What follows belongs to an exercise in optimizing a design on an open flow for small area; a production flow would make more cautious choices. In this exercise RTL edits were held to simulation tests only and were not proved equivalent to the original. Power figures rest on the tool's default switching activity, not on a simulated workload.

## build 43
==> flow/design.v (excerpt) <==
module registers_32x32
  (
   input         clk_i,
   input         reset_ni,
   input         write_enable_i,
   input [4:0]   register_addr_a_i,
   input [4:0]   register_addr_b_i,
   input [4:0]   register_write_i,
   input [31:0]  write_data_i,
   output [31:0] read_data_a_o,
   output [31:0] read_data_b_o
   );
Size in the first run: about 1000 flip-flops, about 39000 µm² of cells after synthesis.
clock: 6.0 ns
lec_check: 0
cap_margin: 20
core_margin: 2
core_utilization: 55
slew_margin: 20
synth_hierarchical: 1
run.sh (not shown) runs the stock make flow with config.mk's settings and CLKGATE_MAP_FILE= SYNTH_SCRIPT=/design/flow/synth_recipe.tcl, a recipe that flattens the netlist after the stock synthesis.
Here is what was changed in the inputs of build 63 compared with build 43.
Settings: GPL_TIMING_DRIVEN: unset -> 0; CAP_MARGIN: 20 -> 0; SLEW_MARGIN: 20 -> 0; CORE_UTILIZATION: 55 -> 60.
==> flow/flow/run.sh (new file) <==
#!/bin/bash
# The standard layout, with a leaner clock tree (small clock buffers, no
# dummy loads), small port buffers, and no very large buffers in repair.
# Each step's full output stays in orfs/logs/; make's own output goes to
# standard.log.
set -euo pipefail
here=$(pwd)
export CTS_ARGS="-sink_clustering_enable -repair_clock_nets -dont_use_dummy_load -sink_clustering_size 16 -sink_clustering_max_diameter 50 -buf_list {sky130_fd_sc_hd__clkbuf_4 sky130_fd_sc_hd__clkbuf_8}"
export BUFFER_PORTS_ARGS="-buffer_cell sky130_fd_sc_hd__buf_1"
export PRE_RESIZE_TCL=$here/flow/small_bufs.tcl
export PRE_GLOBAL_ROUTE_TCL=$here/flow/small_bufs.tcl
bash standard.sh > standard.log 2>&1
==> flow/flow/small_bufs.tcl (new file) <==
# Keep repair from reaching for very large buffers on the register file's
# control nets; a few mid-size buffers fix the same slews.
set_dont_use [get_lib_cells {sky130_fd_sc_hd__buf_6 sky130_fd_sc_hd__buf_8 sky130_fd_sc_hd__buf_12 sky130_fd_sc_hd__buf_16 sky130_fd_sc_hd__bufbuf_8 sky130_fd_sc_hd__bufbuf_16 sky130_fd_sc_hd__bufinv_8 sky130_fd_sc_hd__bufinv_16 sky130_fd_sc_hd__clkbuf_16 sky130_fd_sc_hd__inv_12 sky130_fd_sc_hd__inv_16 sky130_fd_sc_hd__clkinv_16}]
==> flow/standard.sh (new file) <==
#!/bin/bash
# synth_recipe.tcl (not shown) runs the flow's synth.tcl, then flattens the netlist and writes it again
# the make line also repeats each setting of config.mk as NAME=value (left out here)
make -C /OpenROAD-flow-scripts/flow DESIGN_CONFIG=/design/flow/config.mk WORK_HOME=/design/flow/orfs CLKGATE_MAP_FILE= SYNTH_SCRIPT=/design/flow/synth_recipe.tcl "${@:-finish}"
removed: flow/run.sh
==> comparison <==
- To summarise build 63: no stage aborted, but the layout did not pass its checks, failing on setup timing.
- The placed instance area of build 63 falls short of that of build 43 by 3.2%.
- Build 63 reports a lower floorplan die area than build 43 does.
- Build 43 → build 63: delay contributed by the slowest stage of the critical path has increased, final critical-path required period increased by 0.17 ns relative to the old numbers.
Setup changes, build 63 to build 57
Settings: swapping 60 for 50 in CORE_UTILIZATION.
## What came out
In summary, build 57 completed successfully, with a layout that passed the timing, DRC and antenna checks.
Going from build 63 to build 57, final critical-path required period shrinks by 0.28 ns.
For build 57, the termination of the worst setup path was read_data_b_o[13], unlike build 63, where it was read_data_b_o[15].
Going from build 63 to build 57, the ratio of routed vias to standard cells was found to have gone down by about 6%.
From build 63 to build 57 the numbers moved as follows: cell depth of the worst hold path saw little to no change; area added between synthesis and finish saw an increase; total core area saw an increase.
Setup WNS build 63 -> build 57: better
Number of cells after detailed placement: higher on build 57
From build 63 to build 57 the numbers moved as follows: total power now sits higher; part of the power in combinational logic now sits lower; routed wire length now sits higher; register-to-register setup slack now sits higher.

* * *

## north
registers_32x32, a different RTL version from the one above (not shown whole).
Size: ~3200 cells after synthesis, roughly 1000 flip-flops, roughly 39000 um2 of cells after synthesis.
==> flow/config.mk <==
export PLATFORM = sky130hd
export DESIGN_NAME = registers_32x32
export DESIGN_NICKNAME = registers_32x32
export VERILOG_FILES = /design/flow/design.v
export SDC_FILE = /design/flow/constraint.sdc
export NUM_CORES = 4
export LEC_CHECK = 0
export CAP_MARGIN = 0
export CORE_MARGIN = 2
export CORE_UTILIZATION = 55
export GPL_TIMING_DRIVEN = 0
export SETUP_SLACK_MARGIN = 0.3
export SLEW_MARGIN = 0
export SYNTH_HIERARCHICAL = 1
==> flow/constraint.sdc <==
create_clock -name core_clock -period 6.0 [get_ports {clk_i}]
set_input_delay 1.2000 -clock core_clock [delete_from_list [all_inputs] [get_ports {clk_i}]]
set_output_delay 1.2000 -clock core_clock [all_outputs]
set_load 0.01 [all_outputs]
standard.sh (not shown) runs the stock make flow with config.mk's settings and CLKGATE_MAP_FILE= SYNTH_SCRIPT=/design/flow/synth_recipe.tcl, a recipe that flattens the netlist after the stock synthesis.
==> flow/flow/run.sh <==
#!/bin/bash
# The standard layout, with a leaner clock tree (small clock buffers, no
# dummy loads), small port buffers, and no very large buffers in repair.
# Each step's full output stays in orfs/logs/; make's own output goes to
# standard.log.
set -euo pipefail
here=$(pwd)
export CTS_ARGS="-sink_clustering_enable -repair_clock_nets -dont_use_dummy_load -sink_clustering_size 16 -sink_clustering_max_diameter 60 -buf_list {sky130_fd_sc_hd__clkbuf_4 sky130_fd_sc_hd__clkbuf_8}"
export BUFFER_PORTS_ARGS="-buffer_cell sky130_fd_sc_hd__buf_1"
export PRE_RESIZE_TCL=$here/flow/small_bufs.tcl
export PRE_GLOBAL_ROUTE_TCL=$here/flow/small_bufs.tcl
bash standard.sh > standard.log 2>&1
==> flow/flow/small_bufs.tcl <==
# Keep repair from reaching for very large buffers on the register file's
# control nets; a few mid-size buffers fix the same slews.
set_dont_use [get_lib_cells {sky130_fd_sc_hd__buf_6 sky130_fd_sc_hd__buf_8 sky130_fd_sc_hd__buf_12 sky130_fd_sc_hd__buf_16 sky130_fd_sc_hd__bufbuf_8 sky130_fd_sc_hd__bufbuf_16 sky130_fd_sc_hd__bufinv_8 sky130_fd_sc_hd__bufinv_16 sky130_fd_sc_hd__clkbuf_16 sky130_fd_sc_hd__inv_12 sky130_fd_sc_hd__inv_16 sky130_fd_sc_hd__clkinv_16}]
north: full flow OK, the timing, DRC and antenna checks passed
> inputs changed (north -> south)
- PLACE_DENSITY: unset -> 0.85
Findings:
- The fraction of met1 tracks used by global routing number comes out higher for north vs south.
- The combinational share of power of south and that of north are within noise of each other.
- When south is set beside north, its sequential cell area share turns out to be 0.85 points larger.
- [diff] final area, south relative to north: improvement
- Compared with north, in south share of total power in the clock network decreased 0.5 points, utilization lower, number of non-clock inverters roughly the same.
- Row pre-CTS worst setup slack: south lower / north higher
- Looking at met2 wire length, south sits 11% below north.
For east, these inputs were changed with respect to south:
- a deleted PLACE_DENSITY that had been 0.85
diff --git a/flow/flow/run.sh b/flow/flow/run.sh
--- a/flow/flow/run.sh
+++ b/flow/flow/run.sh
@@ -7,3 +7,3 @@
 here=$(pwd)
-export CTS_ARGS="-sink_clustering_enable -repair_clock_nets -dont_use_dummy_load -sink_clustering_size 16 -sink_clustering_max_diameter 60 -buf_list {sky130_fd_sc_hd__clkbuf_4 sky130_fd_sc_hd__clkbuf_8}"
+export CTS_ARGS="-sink_clustering_enable -repair_clock_nets -dont_use_dummy_load -sink_clustering_size 16 -sink_clustering_max_diameter 50 -buf_list {sky130_fd_sc_hd__clkbuf_4 sky130_fd_sc_hd__clkbuf_8}"
 export BUFFER_PORTS_ARGS="-buffer_cell sky130_fd_sc_hd__buf_1"
east against south: areal power density over the cells rose 1.8%, clock-pin slew reported for the worst setup and hold paths after clock tree synthesis about even, power dissipated by switching net loads rose 210 uW.
Of east and south, it is east that has the higher final cell count.
In the metrics for east and south, the one carrying the higher combinational fraction of design power is south.
east -> south: number of remaining DRC errors delta 0, exact match

==> static timing again, ports no longer ideal <==
The results above use ideal ports. As a check the final layouts listed here were re-extracted and re-timed, cells and wires unchanged. Step 1 assumes that a clkbuf_16 drives the clock port and a buf_2 every other input. Step 2 adds t to the input delays and takes it off the output delays; t is the mean of the earliest and latest rising clock arrival at the registers after step 1. Input paths then give back, and output paths get back, about the clock's delay inside the block. Three values: ideal, step 1, step 2; two values: the first two.
run | shift t [ns] | setup WS [ns] | hold WS [ns]
build 43 | 0.755 | 0.024 / -0.009 / -0.009 | 0.487 / 0.487 / 0.487
build 63 | 0.807 | -0.146 / -0.219 / -0.219 | 0.471 / 0.471 / 0.471
build 57 | 0.818 | 0.139 / 0.108 / 0.108 | 0.470 / 0.439 / 0.470
north | 0.799 | 0.568 / 0.451 / 0.451 | 0.489 / 0.469 / 0.489
south | 0.788 | 0.274 / 0.208 / 0.208 | 0.494 / 0.465 / 0.494
east | 0.818 | 0.519 / 0.401 / 0.401 | 0.488 / 0.458 / 0.491
With both steps, setup timing fails in build 43, where it was met with ideal ports. For east, which loses most, drivers alone change the setup slack by -0.118 ns; drivers and shift together by -0.118 ns.
